From an optimization exercise on the open Yosys and OpenROAD flow, aimed at small area; shortcuts taken in it are not production practice.
Only simulation tests tie the RTL to the original design; equivalence was not proved.

==> v3 <==
==> flow/design.v (excerpt) <==
module salu(
      issue_source_reg1,
      issue_source_reg2,
      issue_dest_reg,
      issue_imm_value0,
      issue_imm_value1,
      issue_opcode,
      issue_wfid,
      issue_alu_select,
      exec_rd_exec_value,
      exec_rd_vcc_value,
      exec_rd_m0_value,
      exec_rd_scc_value,
      sgpr_source2_data,
      sgpr_source1_data,
      issue_instr_pc,
      exec_wr_exec_en,
      exec_wr_vcc_en,
      exec_wr_m0_en,
      exec_wr_scc_en,
      exec_wr_exec_value,
      exec_wr_vcc_value,
      exec_wr_m0_value,
      exec_wr_scc_value,
      exec_wr_wfid,
      exec_rd_en,
      exec_rd_wfid,
      sgpr_dest_data,
      sgpr_dest_addr,
      sgpr_dest_wr_en,
      sgpr_source2_addr,
      sgpr_source1_addr,
      sgpr_source1_rd_en,
      sgpr_source2_rd_en,
      issue_alu_ready,
      sgpr_instr_done_wfid,
      sgpr_instr_done,
      fetchwaveissue_branch_wfid,
      fetchwaveissue_branch_en,
      fetchwaveissue_branch_taken,
      fetch_branch_pc_value,
      tracemon_retire_pc,
      tracemon_exec_word_sel,
      tracemon_vcc_word_sel,
      clk,
      rst
 );
Settings: LEC_CHECK=0, CAP_MARGIN=20, CORE_MARGIN=2, CORE_UTILIZATION=50, SLEW_MARGIN=20, SYNTH_HIERARCHICAL=1, SYNTH_MINIMUM_KEEP_SIZE=0; clock period 11.0 ns.
standard.sh (not shown) runs the stock make flow with config.mk's settings and CLKGATE_MAP_FILE= SYNTH_SCRIPT=/design/flow/synth_recipe.tcl, a recipe that flattens the netlist after the stock synthesis.
==> flow/flow/run.sh <==
#!/bin/bash
# The standard layout (standard.sh), with these changes to how it is made:
#  - ABC maps the logic with an area-oriented recipe (flow/abc_area_map.script)
#    in place of ORFS's speed recipe; everything else in synthesis is unchanged;
#  - the port buffers that global placement inserts use the smallest buffer;
#  - clock tree synthesis uses clkbuf_8 with smaller sink clusters and no
#    dummy loads.
# Each step's full log stays in orfs/logs/; make's own output goes to
# standard_make.log.
set -euo pipefail
here=$(pwd)
rm -rf "$here/scripts"
cp -r "$FLOW_HOME/scripts" "$here/scripts"
cp "$here/flow/abc_area_map.script" "$here/scripts/abc_speed.script"
export BUFFER_PORTS_ARGS="-buffer_cell sky130_fd_sc_hd__buf_1"
export CTS_ARGS="-sink_clustering_enable -repair_clock_nets -dont_use_dummy_load -buf_list sky130_fd_sc_hd__clkbuf_8 -sink_clustering_size 18 -sink_clustering_max_diameter 60"
bash standard.sh SCRIPTS_DIR="$here/scripts" finish > standard_make.log 2>&1
==> flow/flow/abc_area_map.script <==
&get -n
&st
&dch
&nf -a
&st
&syn2
&dch
&nf -a
&st
&syn2
&dch
&nf -a
&put
topo
stime -c
==> v9 (differences from v3) <==
--- a/flow/design.v
+++ b/flow/design.v
@@ -1235,16 +1235,15 @@
 wire vccz  = ~(|exec_rd_vcc_value);
 wire execz = ~(|exec_rd_exec_value);
 wire sndimm1  = is_br1 | (op1 == OP_MOVK) | (op1 == OP_ADDK) | (op1 == OP_MULK);
 wire bit64_1  = (op1 == OP_MOV64) | (op1 == OP_SAVEEXEC) | (op1 == OP_AND64) |
                 (op1 == OP_OR64) | (op1 == OP_ANDN2);
 wire saveex1  = (op1 == OP_SAVEEXEC);
 wire xzero1   = (op1 == OP_MOVK);
-wire yzero1   = (op1 == OP_MOV32) | (op1 == OP_MOV64) | (op1 == OP_NOT32);
-wire yones1   = (op1 == OP_NOT32);
+wire yzero1   = (op1 == OP_MOV32) | (op1 == OP_MOV64);
 wire [31:0] vcc_lo = exec_rd_vcc_value[31:0],  vcc_hi = exec_rd_vcc_value[63:32];
 wire [31:0] exe_lo = exec_rd_exec_value[31:0], exe_hi = exec_rd_exec_value[63:32];
 wire [31:0] m0v = exec_rd_m0_value;
 wire s1_sg  = (sr1[11:9] == 3'b110);
 wire s1_sp  = (sr1[11:9] == 3'b111);
 wire s1_lit = ~sr1[11] & (sr1[10:0] == 11'h7FF);
 wire s1_inl = ~sr1[11] & ~s1_lit;
@@ -1293,16 +1292,15 @@
 wire ys_sc  = yn & s2_sp & (sr2[7:0] == 8'h80);
 wire [31:0] inl2 = {{22{sr2[9]}}, sr2[9:0]};
 wire [31:0] y_lo = ({32{ys_k}} & {{16{imm0_1[15]}}, imm0_1}) |
                    ({32{ys_sg}} & sgpr_source2_data[31:0]) |
                    ({32{ys_imm}} & imm1_1) | ({32{ys_inl}} & inl2) |
                    ({32{ys_vl}} & vcc_lo) | ({32{ys_vh}} & vcc_hi) | ({32{ys_m0}} & m0v) |
                    ({32{ys_el}} & exe_lo) | ({32{ys_eh}} & exe_hi) |
-                   {31'b0, (ys_vz & vccz) | (ys_ez & execz) | (ys_sc & exec_rd_scc_value)} |
-                   {32{yones1}};
+                   {31'b0, (ys_vz & vccz) | (ys_ez & execz) | (ys_sc & exec_rd_scc_value)};
 wire yhn = bit64_1 & ~yzero1 & ~saveex1;
 wire yh_sg = yhn & ~sr2[9];
 wire yh_eh = (yhn & sr2[9] & (sr2[7:0] == 8'h08)) | saveex1;
 wire yh_vh = yhn & sr2[9] & (sr2[7:0] == 8'h01);
 wire [31:0] y_hi = ({32{yh_sg}} & sgpr_source2_data[63:32]) | ({32{yh_eh}} & exe_hi) |
                    ({32{yh_vh}} & vcc_hi);
 wire br_t1   = (op1 == OP_BR) | (op1 == OP_BR_SCC0) | (op1 == OP_BR_SCC1) |
@@ -1413,15 +1411,15 @@
 wire eq = ~(|m[31:0]);
 wire ovf = m[31] ^ xl[31] ^ yl[31] ^ m[32];
 wire pick_x = (op2 == OP_MIN) ? lt : ~lt;
 wire o_or_hi = o_or | ~o_bit64;
 wire t11_lo = o_and | o_or | o_minmax | o_saveex;
 wire t10_lo = o_or | o_andn | (o_minmax & pick_x);
 wire t01_lo = o_or | o_not | (o_minmax & ~pick_x) | o_saveex;
-wire t00_lo = 1'b0;
+wire t00_lo = o_not;
 wire t11_hi = o_and | o_or_hi | o_saveex;
 wire t10_hi = o_or_hi | o_andn;
 wire t01_hi = o_or_hi | o_saveex;
 wire [31:0] xh = x2[63:32], yh = y2[63:32];
 wire [31:0] l_lo = ({32{t11_lo}} & xl & yl) | ({32{t10_lo}} & xl & ~yl) |
                    ({32{t01_lo}} & ~xl & yl) | ({32{t00_lo}} & ~xl & ~yl);
 wire [31:0] l_hi = ({32{t11_hi}} & xh & yh) | ({32{t10_hi}} & xh & ~yh) |
--- a/flow/flow/run.sh
+++ b/flow/flow/run.sh
@@ -9,9 +9,9 @@
 # standard_make.log.
 set -euo pipefail
 here=$(pwd)
 rm -rf "$here/scripts"
 cp -r "$FLOW_HOME/scripts" "$here/scripts"
 cp "$here/flow/abc_area_map.script" "$here/scripts/abc_speed.script"
 export BUFFER_PORTS_ARGS="-buffer_cell sky130_fd_sc_hd__buf_1"
-export CTS_ARGS="-sink_clustering_enable -repair_clock_nets -dont_use_dummy_load -buf_list sky130_fd_sc_hd__clkbuf_8 -sink_clustering_size 18 -sink_clustering_max_diameter 60"
+export CTS_ARGS="-sink_clustering_enable -repair_clock_nets -dont_use_dummy_load -buf_list sky130_fd_sc_hd__clkbuf_8 -sink_clustering_size 14 -sink_clustering_max_diameter 50"
 bash standard.sh SCRIPTS_DIR="$here/scripts" finish > standard_make.log 2>&1
==> v21 (differences from v3) <==
--- a/flow/design.v
+++ b/flow/design.v
@@ -1235,16 +1235,15 @@
 wire vccz  = ~(|exec_rd_vcc_value);
 wire execz = ~(|exec_rd_exec_value);
 wire sndimm1  = is_br1 | (op1 == OP_MOVK) | (op1 == OP_ADDK) | (op1 == OP_MULK);
 wire bit64_1  = (op1 == OP_MOV64) | (op1 == OP_SAVEEXEC) | (op1 == OP_AND64) |
                 (op1 == OP_OR64) | (op1 == OP_ANDN2);
 wire saveex1  = (op1 == OP_SAVEEXEC);
 wire xzero1   = (op1 == OP_MOVK);
-wire yzero1   = (op1 == OP_MOV32) | (op1 == OP_MOV64) | (op1 == OP_NOT32);
-wire yones1   = (op1 == OP_NOT32);
+wire yzero1   = (op1 == OP_MOV32) | (op1 == OP_MOV64);
 wire [31:0] vcc_lo = exec_rd_vcc_value[31:0],  vcc_hi = exec_rd_vcc_value[63:32];
 wire [31:0] exe_lo = exec_rd_exec_value[31:0], exe_hi = exec_rd_exec_value[63:32];
 wire [31:0] m0v = exec_rd_m0_value;
 wire s1_sg  = (sr1[11:9] == 3'b110);
 wire s1_sp  = (sr1[11:9] == 3'b111);
 wire s1_lit = ~sr1[11] & (sr1[10:0] == 11'h7FF);
 wire s1_inl = ~sr1[11] & ~s1_lit;
@@ -1293,16 +1292,15 @@
 wire ys_sc  = yn & s2_sp & (sr2[7:0] == 8'h80);
 wire [31:0] inl2 = {{22{sr2[9]}}, sr2[9:0]};
 wire [31:0] y_lo = ({32{ys_k}} & {{16{imm0_1[15]}}, imm0_1}) |
                    ({32{ys_sg}} & sgpr_source2_data[31:0]) |
                    ({32{ys_imm}} & imm1_1) | ({32{ys_inl}} & inl2) |
                    ({32{ys_vl}} & vcc_lo) | ({32{ys_vh}} & vcc_hi) | ({32{ys_m0}} & m0v) |
                    ({32{ys_el}} & exe_lo) | ({32{ys_eh}} & exe_hi) |
-                   {31'b0, (ys_vz & vccz) | (ys_ez & execz) | (ys_sc & exec_rd_scc_value)} |
-                   {32{yones1}};
+                   {31'b0, (ys_vz & vccz) | (ys_ez & execz) | (ys_sc & exec_rd_scc_value)};
 wire yhn = bit64_1 & ~yzero1 & ~saveex1;
 wire yh_sg = yhn & ~sr2[9];
 wire yh_eh = (yhn & sr2[9] & (sr2[7:0] == 8'h08)) | saveex1;
 wire yh_vh = yhn & sr2[9] & (sr2[7:0] == 8'h01);
 wire [31:0] y_hi = ({32{yh_sg}} & sgpr_source2_data[63:32]) | ({32{yh_eh}} & exe_hi) |
                    ({32{yh_vh}} & vcc_hi);
 wire br_t1   = (op1 == OP_BR) | (op1 == OP_BR_SCC0) | (op1 == OP_BR_SCC1) |
@@ -1413,15 +1411,15 @@
 wire eq = ~(|m[31:0]);
 wire ovf = m[31] ^ xl[31] ^ yl[31] ^ m[32];
 wire pick_x = (op2 == OP_MIN) ? lt : ~lt;
 wire o_or_hi = o_or | ~o_bit64;
 wire t11_lo = o_and | o_or | o_minmax | o_saveex;
 wire t10_lo = o_or | o_andn | (o_minmax & pick_x);
 wire t01_lo = o_or | o_not | (o_minmax & ~pick_x) | o_saveex;
-wire t00_lo = 1'b0;
+wire t00_lo = o_not;
 wire t11_hi = o_and | o_or_hi | o_saveex;
 wire t10_hi = o_or_hi | o_andn;
 wire t01_hi = o_or_hi | o_saveex;
 wire [31:0] xh = x2[63:32], yh = y2[63:32];
 wire [31:0] l_lo = ({32{t11_lo}} & xl & yl) | ({32{t10_lo}} & xl & ~yl) |
                    ({32{t01_lo}} & ~xl & yl) | ({32{t00_lo}} & ~xl & ~yl);
 wire [31:0] l_hi = ({32{t11_hi}} & xh & yh) | ({32{t10_hi}} & xh & ~yh) |
==> qor.yml <==
worst_setup_path:
  crit_path_max_incr_delay_ps: 560
  critical-path-top-delay-family: "compound AO/OA/AOI/OAI gates"
routing:
  drt_first_pass_iters: 12
clocking:
  cts.reportedPaths.clkPinSlew_ps: 90
power_and_ir_drop:
  switching_share_pct: 31.4
run_status:
  status: "no timing/DRC/antenna violations"
-- figures above: v21

==> qor.yml <==
run_status:
  violatedChecks: "setup timing"
  status: "finished with violations"
sta:
  worst_slack_ps: -79.6
  finalSetupViolations: 1
worst_setup_path:
  crit_path_max_incr_delay_ps: 1060
routing:
  drt_first_pass_iters: 13
-- figures above: v3

==> qor.yml <==
routing:
  vias_per_cell: 6.95
power_and_ir_drop:
  power_frac_seq_pct: 55.7
  switching_share_pct: 31.0
placement:
  place_congestion: 1.11
worst_setup_path:
  critical-path-top-delay-family: "compound AO/OA/AOI/OAI gates"
  crit_path_max_incr_delay_ps: 870
run_status:
  status: "no timing/DRC/antenna violations"
clocking:
  cts.reportedPaths.clkPinSlew_ps: 90
-- figures above: v9

separate check: timing with driven ports:
In the flow no input, the clock included, has a driving cell. The finished layouts below were timed again as built, in two steps. Step 1, drivers: a clkbuf_16 drives clk and a buf_2 each remaining input, both assumed. Step 2 times the ports against the registers' clock, not the clock port: input delays grow and output delays shrink by t, the midpoint of the rising clock arrivals with the driver on. Three values: ideal ports, drivers, drivers and shift; two values: the first two.
run	t, ns	slack for setup (ns)	hold slack, ns
v3	0.755	-0.080 / -0.080 / -0.080	0.279 / 0.279 / 0.279
v9	0.770	0.259 / 0.259 / 0.259	0.296 / 0.296 / 0.296
v21	0.742	0.318 / 0.318 / 0.318	0.310 / 0.310 / 0.310
